Background: an optimization exercise with open tools, aiming at small area, a short achievable clock period and few clock cycles per item. Do not read the settings as production practice.
Function was checked by simulation only, so behaviour that the tests miss may differ from the original.

==> 06-08 <==
Design bubbleSort, start of the top module:
module bubbleSort #(
    parameter SIZE_DATA = 16,
    parameter NUM_VALS  = 8
)(
    input  logic                         i_clk,
    input  logic                         i_rst_n,
    input  logic                         i_start,
    input  logic [NUM_VALS-1:0][SIZE_DATA-1:0]    i_data,
    output logic [NUM_VALS-1:0][SIZE_DATA-1:0]    o_data,
    output logic                         o_done
);
==> flow/config.mk <==
export PLATFORM = sky130hd
export DESIGN_NAME = bubbleSort
export DESIGN_NICKNAME = bubbleSort
export VERILOG_FILES = /design/flow/design.v
export SDC_FILE = /design/flow/constraint.sdc
export NUM_CORES = 8
export LEC_CHECK = 0
export ABC_AREA = 1
export CAP_MARGIN = 50
export CORE_MARGIN = 2
export CORE_UTILIZATION = 40
export SLEW_MARGIN = 50
==> flow/constraint.sdc <==
create_clock -name core_clock -period 15.0 [get_ports {i_clk}]
set_input_delay 3.0000 -clock core_clock [delete_from_list [all_inputs] [get_ports {i_clk}]]
set_output_delay 3.0000 -clock core_clock [all_outputs]
set_load 0.01 [all_outputs]
standard.sh (not shown) runs the stock make flow with config.mk's settings and CLKGATE_MAP_FILE= SYNTH_SCRIPT=/design/flow/synth_recipe.tcl, a recipe that flattens the netlist after the stock synthesis.
==> flow/flow/run.sh <==
#!/bin/bash
# Layout flow: the standard ORFS flow (standard.sh) with these changes:
#  - synthesis: if flow/cells_map.v exists, the design's gate-level leaf
#    modules (bs_*) are mapped onto the sky130hd cells of the same function
#    before the rest of synth_recipe.tcl runs; the remaining logic is mapped
#    with flow/abc.script instead of ORFS's abc_area.script. The register
#    mapping is unchanged.
#  - the make variables in flow/make_vars.txt (one VAR=value per line) are
#    added to the make command line, e.g. a larger SETUP_SLACK_MARGIN so
#    repair_timing sizes and buffers the critical paths.
# Each tool's log stays in orfs/logs/; the make output goes to standard_custom.log.
set -euo pipefail
HERE=$(pwd)
cp "$FLOW_HOME/scripts/synth.tcl" synth_abc.tcl
sed -i "s|^source \$::env(SCRIPTS_DIR)/synth_preamble.tcl|&\nset abc_args [lreplace \$abc_args 1 1 $HERE/flow/abc.script]|" synth_abc.tcl
if [[ -f flow/cells_map.v ]]; then
  sed -i "0,/^hierarchy -check -top \$::env(DESIGN_NAME)/s||&\ntechmap -map $HERE/flow/cells_map.v|" synth_abc.tcl
fi
sed "s|\$::env(SCRIPTS_DIR)/synth.tcl|$HERE/synth_abc.tcl|" synth_recipe.tcl > synth_recipe_abc.tcl
EXTRA=""
while IFS= read -r line; do
  [[ -z "$line" || "$line" == \#* ]] && continue
  EXTRA="$EXTRA '$line'"
done < flow/make_vars.txt
sed -e "s|SYNTH_SCRIPT=[^ ]*|SYNTH_SCRIPT=$HERE/synth_recipe_abc.tcl|" \
    -e "s|\"\${@:-finish}\"|$EXTRA &|" standard.sh > standard_custom.sh
bash standard_custom.sh "$@" > standard_custom.log 2>&1
==> flow/flow/make_vars.txt <==
SETUP_SLACK_MARGIN=10.6
BUFFER_PORTS_ARGS=-buffer_cell sky130_fd_sc_hd__buf_2
CTS_ARGS=-sink_clustering_enable -repair_clock_nets -dont_use_dummy_load -buf_list {sky130_fd_sc_hd__clkbuf_8} -sink_clustering_size 20 -sink_clustering_max_diameter 60
Other scripts of this flow, unchanged in this note and not shown: flow/flow/abc.script, flow/flow/cells_map.v
==> 10-11 (differences from 06-08) <==
==> flow/flow/make_vars.txt (replaced) <==
SETUP_SLACK_MARGIN=10.6
BUFFER_PORTS_ARGS=-buffer_cell sky130_fd_sc_hd__buf_2
==> results.rst <==
.. list-table::
   :header-rows: 1

   * - Metric
     - Value
   * - Outcome
     - finished clean
   * - Cell chain of the critical path
     - buf_2 -> nand2b_1 -> a21oi_1 -> o21ai_1 -> a21oi_1 -> o21a_2 -> o22ai_1
   * - Crit-path max FO
     - 32
   * - Met3 Routed Length
     - 3690 um
   * - Crit path DAT
     - 4700 ps
(the above is from 10-11)
==> results.rst <==
.. list-table::
   :header-rows: 1

   * - Metric
     - Value
   * - Outcome
     - finished clean
   * - Cell chain of the critical path
     - buf_2
   * - Met3 Routed Length
     - 3660 um
   * - Xor-xnor portion of the synthesized cell area
     - 0%
   * - Crit-path max FO
     - 1
(the above is from 06-08)
Testbench counts of 06-08, summed over its fixed seeds: cycles 2,072, sets 2,048.
Testbench counts of 10-11, summed over its fixed seeds: cycles 2,072, sets 2,048.

==> separate check: timing with driven ports <==
Ports are ideal in the flow. The routed layouts listed here were re-timed in OpenROAD. Step 1 sets driving cells, clkbuf_16 on the clock port and buf_2 on the other inputs (assumed; they add their load-dependent delay and slew). Step 2 also shifts input and output timing later by t, the mid clock arrival at the registers, as if the neighbouring blocks saw the same clock. a / b / c = ideal ports / drivers / drivers and shift; a / b = the first two.
run | shift t [ns] | setup WS [ns] | worst setup path after step 2 | clock arrival spread, ns | worst data-port slew with drivers (ns)
06-08 | 0.679 | 10.821 / 10.765 / 10.207 | input to register | 0.067 / 0.068 | 0.04
10-11 | 0.611 | 10.707 / 10.739 / 10.128 | input to register | 0.020 / 0.020 | 0.04
After both steps every run listed still meets setup and hold. The setup slack of 06-08, which loses most, moves by -0.056 ns with the drivers and by -0.614 ns with both steps.
